This design comes from an exercise in tuning for small area on the open sky130 flow, not from production work.
In this exercise RTL edits were held to simulation tests only and were not proved equivalent to the original.
No activity file was given, so power comes from the tool's default toggle rates.

==> flow/design.v (excerpt) <==
module Multiplierless_Correlator #(parameter FBIT = 7) (
	input clk, rst,
	input ena,
	input [15:0] CR_in,
	output reg [4+FBIT:0] CR_out
);
Size in the first run: ~2,900 cells after synthesis, roughly 1,100 flip-flops, about 41,000 µm² of cells after synthesis.
==> flow/config.mk <==
export PLATFORM = sky130hd
export DESIGN_NAME = Multiplierless_Correlator
export DESIGN_NICKNAME = Multiplierless_Correlator
export VERILOG_FILES = /design/flow/design.v
export SDC_FILE = /design/flow/constraint.sdc
export NUM_CORES = 4
export LEC_CHECK = 0
export CAP_MARGIN = 20
export CORE_MARGIN = 2
export CORE_UTILIZATION = 40
export CTS_BUF_LIST = sky130_fd_sc_hd__clkbuf_2 sky130_fd_sc_hd__clkbuf_4
export CTS_CLUSTER_SIZE = 30
export SLEW_MARGIN = 20
export SYNTH_HIERARCHICAL = 1
==> flow/constraint.sdc <==
create_clock -name core_clock -period 10.0 [get_ports {clk}]
set_input_delay 2.0000 -clock core_clock [delete_from_list [all_inputs] [get_ports {clk}]]
set_output_delay 2.0000 -clock core_clock [all_outputs]
set_load 0.01 [all_outputs]
run.sh (not shown) runs the stock make flow with config.mk's settings and CLKGATE_MAP_FILE= SYNTH_SCRIPT=/design/flow/synth_recipe.tcl, a recipe that flattens the netlist after the stock synthesis.
The first run completed without violations.
Then changed:
Settings changed: CTS_BUF_LIST sky130_fd_sc_hd__clkbuf_2 sky130_fd_sc_hd__clkbuf_4 to sky130_fd_sc_hd__clkbuf_16, CTS_CLUSTER_DIAMETER set to 100, CTS_CLUSTER_SIZE 30 to 25.
After rerunning: The changed run passed the timing, design-rule and antenna checks; routed wire length fell by 4.6%; power decreases by 17%; synthesized cell count does not change; final area went down by 4.6%; area after synthesis stays the same; clock skew is lower by 70 ps.
Then changed:
Settings changed: CTS_CLUSTER_DIAMETER 100 to 60, CTS_CLUSTER_SIZE 25 to 30.
After rerunning: Fmax drops slightly. Clock power climbs by well over a third. Combinational power barely changes.

========
run A:
Multiplierless_Correlator, a different RTL version from the one above (not shown whole).
Size: roughly 1100 flip-flops, roughly 31 I/O pins, ~42000 sq um of cells after synthesis.
## Multiplierless_Correlator
module Multiplierless_Correlator #(parameter FBIT = 7) (
	input clk, rst,
	input ena,
	input [15:0] CR_in,
	output reg [4+FBIT:0] CR_out
);
==> flow/config.mk <==
export PLATFORM = sky130hd
export DESIGN_NAME = Multiplierless_Correlator
export DESIGN_NICKNAME = Multiplierless_Correlator
export VERILOG_FILES = /design/flow/design.v
export SDC_FILE = /design/flow/constraint.sdc
export NUM_CORES = 4
export LEC_CHECK = 0
export CAP_MARGIN = 0
export CORE_MARGIN = 2
export CORE_UTILIZATION = 60
export CTS_BUF_LIST = sky130_fd_sc_hd__clkbuf_16
export CTS_CLUSTER_DIAMETER = 100
export CTS_CLUSTER_SIZE = 28
export PLACE_DENSITY = 0.8
export SLEW_MARGIN = 0
export SYNTH_HIERARCHICAL = 1
==> flow/constraint.sdc <==
create_clock -name core_clock -period 10.0 [get_ports {clk}]
set_input_delay 2.0000 -clock core_clock [delete_from_list [all_inputs] [get_ports {clk}]]
set_output_delay 2.0000 -clock core_clock [all_outputs]
set_load 0.01 [all_outputs]
Run A finished every stage and its layout cleared the timing, design-rule and antenna checks.
Changes in run B relative to run A:
Settings: a change of CORE_UTILIZATION from 60 to 70; a change of CTS_CLUSTER_DIAMETER from 100 to 80; a change of CAP_MARGIN from 0 to 20; a change of SLEW_MARGIN from 0 to 20; a deleted PLACE_DENSITY that had been 0.8; a change of CTS_CLUSTER_SIZE from 28 to 32.
==> run summary <==
Against run A, run B comes in about 1% lower on count of vias placed by the detailed router. Compared with run A, in run B global-route track usage on met2 +4.4 points; full die area -about 14%. Compared with run A, run B shows portion of total power attributed to sequential cells lower by 0.7 points. The higher global-route usage of run A and run B is in run B. Width of the die is higher on run A.
Input changes introduced in run C (baseline for comparison: run B):
Settings: CTS_CLUSTER_DIAMETER changed from 80 to 110; CTS_CLUSTER_SIZE changed from 32 to 30; CORE_UTILIZATION changed from 70 to 60; CAP_MARGIN changed from 20 to 0; SLEW_MARGIN changed from 20 to 0.
Min via count across run B and run C: run C. The post-route worst setup slack in run C sits 0.041 ns above the value recorded for run B. Status: sequential share of layout area parity (run C, run B). Re total length of routed wires: run C is 2400 um up on run B. Comparing run B and run C, part of the total power dissipated in combinational logic is lower on run B. Between run B and run C, the design area does not differ in any meaningful way. Worst hold slack of run C is on par with run B. Die area grows by more than 10% when moving from run B to run C. Run C -> run B: I/O pin total delta 0, exact match. Run C against run B: detailed-routing iteration count for the pre-antenna-repair pass now sits higher, internal power lower.

-- port drivers added, routing unchanged --
In the flow no input, the clock included, has a driving cell. The finished layouts below were timed again as built, in two steps. Step 1, drivers: a clkbuf_16 drives clk and a buf_2 each remaining input, both assumed. Step 2 adds t to the input delays and takes it off the output delays; t is the mean of the earliest and latest rising clock arrival at the registers after step 1. Input paths then give back, and output paths get back, about the clock's delay inside the block. Slacks: no drivers / after step 1 / after step 2; pairs: no drivers / after step 1.
| run | t (ns) | slack for setup (ns) | worst setup path after step 2 | pins driven straight from the clock port |
|---|---|---|---|---|
| the first run of note 1 | 1.124 | 1.667 / 1.667 / 1.667 | register to register | 1 |
| the second run of note 1 | 0.698 | 1.609 / 1.609 / 1.609 | register to register | 1 |
| the third run of note 1 | 0.704 | 1.571 / 1.571 / 1.571 | register to register | 1 |
| run A | 0.675 | 1.499 / 1.499 / 1.499 | register to register | 1 |
| run B | 0.673 | 1.489 / 1.489 / 1.489 | register to register | 1 |
| run C | 0.672 | 1.530 / 1.530 / 1.530 | register to register | 1 |
After both steps setup and hold are still met in every run listed.
